Context: an optimization exercise on an open-source flow, tuned for small area, a short achievable clock period and few clock cycles. The choices shown serve that exercise and are no tape-out recipe. Only simulation tests tie the RTL to the original design; equivalence was not proved. Power and IR drop assume default switching activity.

==> run a <==
// gun
module gun(
    input rst_i,
    input clk_i,
    input [15:0] sw_i,
    output busy,
    output [14:0] leds
);
==> flow/config.mk <==
export PLATFORM = sky130hd
export DESIGN_NAME = gun
export DESIGN_NICKNAME = gun
export VERILOG_FILES = /design/flow/design.v
export SDC_FILE = /design/flow/constraint.sdc
export NUM_CORES = 4
export LEC_CHECK = 0
export CAP_MARGIN = 20
export CORE_MARGIN = 2
export CORE_UTILIZATION = 40
export SETUP_SLACK_MARGIN = 1.2
export SLEW_MARGIN = 20
export SYNTH_HIERARCHICAL = 1
export SYNTH_MINIMUM_KEEP_SIZE = 0
==> flow/constraint.sdc <==
create_clock -name core_clock -period 4.0 [get_ports {clk_i}]
set_input_delay 0.8000 -clock core_clock [delete_from_list [all_inputs] [get_ports {clk_i}]]
set_output_delay 0.8000 -clock core_clock [all_outputs]
set_load 0.01 [all_outputs]
standard.sh (not shown) runs the stock make flow with config.mk's settings and CLKGATE_MAP_FILE= SYNTH_SCRIPT=/design/flow/synth_recipe.tcl, a recipe that flattens the netlist after the stock synthesis.
==> flow/flow/run.sh <==
#!/bin/bash
set -euo pipefail
cd "$(dirname "${BASH_SOURCE[0]}")/.."
bash standard.sh finish ADDER_MAP_FILE= "BUFFER_PORTS_ARGS=-buffer_cell sky130_fd_sc_hd__buf_2" > standard_flow.log 2>&1
==> run b (differences from run a) <==
--- a/flow/config.mk
+++ b/flow/config.mk
@@ -8,7 +8,7 @@
 export CAP_MARGIN = 20
 export CORE_MARGIN = 2
 export CORE_UTILIZATION = 40
-export SETUP_SLACK_MARGIN = 1.2
+export SETUP_SLACK_MARGIN = 0.5
 export SLEW_MARGIN = 20
 export SYNTH_HIERARCHICAL = 1
 export SYNTH_MINIMUM_KEEP_SIZE = 0
==> run c (differences from run a) <==
--- a/flow/config.mk
+++ b/flow/config.mk
@@ -8,7 +8,7 @@
 export CAP_MARGIN = 20
 export CORE_MARGIN = 2
 export CORE_UTILIZATION = 40
-export SETUP_SLACK_MARGIN = 1.2
+export SETUP_SLACK_MARGIN = 1.0
 export SLEW_MARGIN = 20
 export SYNTH_HIERARCHICAL = 1
 export SYNTH_MINIMUM_KEEP_SIZE = 0
==> run d (differences from run a) <==
--- a/flow/config.mk
+++ b/flow/config.mk
@@ -8,7 +8,7 @@
 export CAP_MARGIN = 20
 export CORE_MARGIN = 2
 export CORE_UTILIZATION = 40
-export SETUP_SLACK_MARGIN = 1.2
+export SETUP_SLACK_MARGIN = 1.5
 export SLEW_MARGIN = 20
 export SYNTH_HIERARCHICAL = 1
 export SYNTH_MINIMUM_KEEP_SIZE = 0
==> run notes <==
	run c	run b	run a	run d
Status	finished clean	finished clean	finished clean	finished clean
Setup repair after global routing missed its margin	false	false	false	true
Switching Share	0.407	0.408	0.405	0.397
Number of gates resized after cts	2	0	16	67
Place WS	0.971 ns	0.971 ns	0.971 ns	0.986 ns
Share of the clock period used by the worst path after layout	0.718	0.751	0.679	0.672
Measured slew at the worst slew-check pin	0.895 ns	0.892 ns	0.894 ns	0.499 ns
Kind of critical path	reg -> reg	reg -> reg	reg -> reg	reg -> out
Reg2reg start	vq[1]$_DFF_P_	aq[3]$_DFF_P_	aq[2]$_DFF_P_	vq[0]$_DFF_P_
Delay of the slowest cell on the worst path	0.55 ns	0.61 ns	0.43 ns	0.43 ns
Sequential portion of the cell area	0.229	0.227	0.229	0.200
Normalized max-slew margin	0.403	0.405	0.403	0.667
Half-perimeter wire length after placement	6.38 mm	6.38 mm	6.38 mm	6.50 mm
Synthesis-to-finish area growth	5.68%	5.38%	9.64%	26.8%
Clock latency at the later pin of the worst-skew pair	0.30 ns	0.30 ns	0.29 ns	0.29 ns
Post-CTS Setup Bufs	0	0	0	41
Maximum vdd drop	0.000209 V	0.000210 V	0.000206 V	0.000259 V
Total number of vias	3219	3215	3332	3590
Clock Buffer Count	6	6	6	8
Number of filler instances in the final layout	1030	1032	1018	932
Testbench counts of run a, summed over its fixed seeds: cycles 6,400.
Testbench counts of run b, summed over its fixed seeds: cycles 6,400.
Testbench counts of run c, summed over its fixed seeds: cycles 6,400.
Testbench counts of run d, summed over its fixed seeds: cycles 6,400.

---

==> willow <==
Another version of the RTL of gun (not shown whole).
Design gun, start of the top module:
module gun(
    input rst_i,
    input clk_i,
    input [15:0] sw_i,
    output busy,
    output [14:0] leds
);
wire [7:0] a = sw_i[15:8];
wire [6:0] b = sw_i[6:0];
reg c1, c2;          
reg [14:0] r0;
reg [14:0] r1;       
wire [8:0] v;
wire [14:0] sum, car;
reg [8:0] vq;         
reg [6:0] aq;         
wire [6:0] ap = {aq[6], aq[5], aq[4], aq[3], aq[2], aq[1], aq[0]};
gun_st1 st1(.a(a), .b(b), .v(v));
gun_out out(.r0(r0), .c({r1[13], r1[12], r1[11], r1[10], r1[8], r1[1]}), .y(leds));
wire [8:0] v2 = vq;
wire xp1 = ap[0] & v2[0];
wire xp2 = ap[0] & v2[1];
wire xp3 = ap[0] & v2[2];
wire xp4 = ap[0] & v2[3];
wire xp5 = ap[0] & v2[4];
wire xp6 = ap[0] & v2[5];
wire xp7 = ap[0] & v2[6];
wire xp8 = ap[0] & v2[7];
wire xp9 = ap[0] & v2[8];
wire xp10 = ap[1] & v2[0];
wire xp11 = ap[1] & v2[1];
wire xp12 = ap[1] & v2[2];
wire xp13 = ap[1] & v2[3];
wire xp14 = ap[1] & v2[4];
wire xp15 = ap[1] & v2[5];
wire xp16 = ap[1] & v2[6];
wire xp17 = ap[1] & v2[7];
wire xp18 = ap[1] & v2[8];
wire xp19 = ap[2] & v2[0];
wire xp20 = ap[2] & v2[1];
wire xp21 = ap[2] & v2[2];
wire xp22 = ap[2] & v2[3];
wire xp23 = ap[2] & v2[4];
wire xp24 = ap[2] & v2[5];
wire xp25 = ap[2] & v2[6];
wire xp26 = ap[2] & v2[7];
wire xp27 = ap[2] & v2[8];
wire xp28 = ap[3] & v2[0];
wire xp29 = ap[3] & v2[1];
wire xp30 = ap[3] & v2[2];
wire xp31 = ap[3] & v2[3];
wire xp32 = ap[3] & v2[4];
wire xp33 = ap[3] & v2[5];
wire xp34 = ap[3] & v2[6];
wire xp35 = ap[3] & v2[7];
wire xp36 = ap[3] & v2[8];
wire xp37 = ap[4] & v2[0];
wire xp38 = ap[4] & v2[1];
wire xp39 = ap[4] & v2[2];
wire xp40 = ap[4] & v2[3];
wire xp41 = ap[4] & v2[4];
wire xp42 = ap[4] & v2[5];
  ...
Settings: LEC_CHECK=0, CAP_MARGIN=20, CORE_MARGIN=2, CORE_UTILIZATION=40, PLACE_DENSITY=0.45, SETUP_SLACK_MARGIN=1.2, SLEW_MARGIN=20, SYNTH_HIERARCHICAL=1, SYNTH_MINIMUM_KEEP_SIZE=0; clock period 4.0 ns.
Scripts as last shown in full above: flow/flow/run.sh
==> inputs of tundra, as changes to willow <==
--- a/flow/config.mk
+++ b/flow/config.mk
@@ -5,10 +5,10 @@
 export SDC_FILE = /design/flow/constraint.sdc
 export NUM_CORES = 4
 export LEC_CHECK = 0
+export ABC_AREA = 1
 export CAP_MARGIN = 20
 export CORE_MARGIN = 2
 export CORE_UTILIZATION = 40
-export PLACE_DENSITY = 0.45
 export SETUP_SLACK_MARGIN = 1.2
 export SLEW_MARGIN = 20
 export SYNTH_HIERARCHICAL = 1
==> inputs of indigo, as changes to willow <==
--- a/flow/config.mk
+++ b/flow/config.mk
@@ -8,7 +8,8 @@
 export CAP_MARGIN = 20
 export CORE_MARGIN = 2
 export CORE_UTILIZATION = 40
-export PLACE_DENSITY = 0.45
+export CTS_CLUSTER_DIAMETER = 100
+export CTS_CLUSTER_SIZE = 30
 export SETUP_SLACK_MARGIN = 1.2
 export SLEW_MARGIN = 20
 export SYNTH_HIERARCHICAL = 1
==> summary of the runs <==
Maximum frequency: tundra > indigo > willow.
In area after synthesis, indigo and willow do not differ.
Clock-buffer cell count is the same in tundra and indigo.
Global-route usage, highest first: willow, tundra, indigo.
The lowest combinational power belongs to tundra, the highest to willow.
==> figures <==
quantity                                                                tundra                   indigo                   willow
Status                                                 complete, no violations  complete, no violations  complete, no violations
Global-route wire length before repair                                16630 µm                 14080 µm                 14230 µm
Iteration-0 DRC Markers                                                    242                      113                      133
Placed instance count                                                      933                      611                      613
CP Depth                                                                    10                        9                        9
Distinct cell type count of the synthesized netlist                         34                       59                       59
Share of post-route cells with drive strength above 1                   0.1623                   0.1820                   0.2012
Detailed route wirelength on metal3                                     260 µm                   255 µm                   259 µm
Clk pin slew, worst setup/hold paths                                   0.09 ns                  0.09 ns                  0.08 ns
Area enclosed by the die boundary                                    12070 µm²                10570 µm²                10570 µm²
Seq pwr share                                                            0.302                    0.282                    0.273
Fraction of area in registers                                           0.2077                   0.2417                   0.2340
Testbench counts of willow, summed over its fixed seeds: cycles 6,400.
Testbench counts of tundra, summed over its fixed seeds: cycles 6,400.
Testbench counts of indigo, summed over its fixed seeds: cycles 6,400.

[afterwards: timing with drivers on the ports]
How much do the figures lean on ideal ports? The routed layouts below were timed once more, with nothing changed but the port constraints. Step 1 (the two cells are an assumption about what drives the block):
set clk [get_ports {clk_i}]
set_driving_cell -lib_cell sky130_fd_sc_hd__clkbuf_16 $clk
set_driving_cell -lib_cell sky130_fd_sc_hd__buf_2 [delete_from_list [all_inputs] $clk]
Step 2 adds t to the input delays and takes it off the output delays; t is the mean of the earliest and latest rising clock arrival at the registers after step 1. Input paths then give back, and output paths get back, about the clock's delay inside the block. Three values: ideal ports, drivers, drivers and shift; two values: the first two.
run	shift t [ns]	slack for setup (ns)	hold WS [ns]	worst setup path at the end	slew at the worst register clock pin (ns)
run a	0.325	1.283 / 1.255 / 1.260	0.458 / 0.458 / 0.458	input to register	0.08 / 0.08
run b	0.328	0.995 / 0.995 / 0.995	0.458 / 0.458 / 0.458	register to register	0.08 / 0.08
run c	0.328	1.127 / 1.127 / 1.127	0.458 / 0.458 / 0.458	register to register	0.08 / 0.08
run d	0.322	1.311 / 1.280 / 1.217	0.454 / 0.454 / 0.454	input to register	0.08 / 0.08
willow	0.336	1.288 / 1.288 / 1.288	0.461 / 0.461 / 0.461	register to register	0.08 / 0.08
tundra	0.331	1.484 / 1.451 / 1.718	0.434 / 0.434 / 0.434	input to register	0.09 / 0.09
indigo	0.329	1.317 / 1.317 / 1.300	0.466 / 0.466 / 0.466	input to register	0.09 / 0.09
After both steps every run listed still meets setup and hold. The setup slack of run d, which loses most, moves by -0.031 ns with the drivers and by -0.094 ns with both steps.
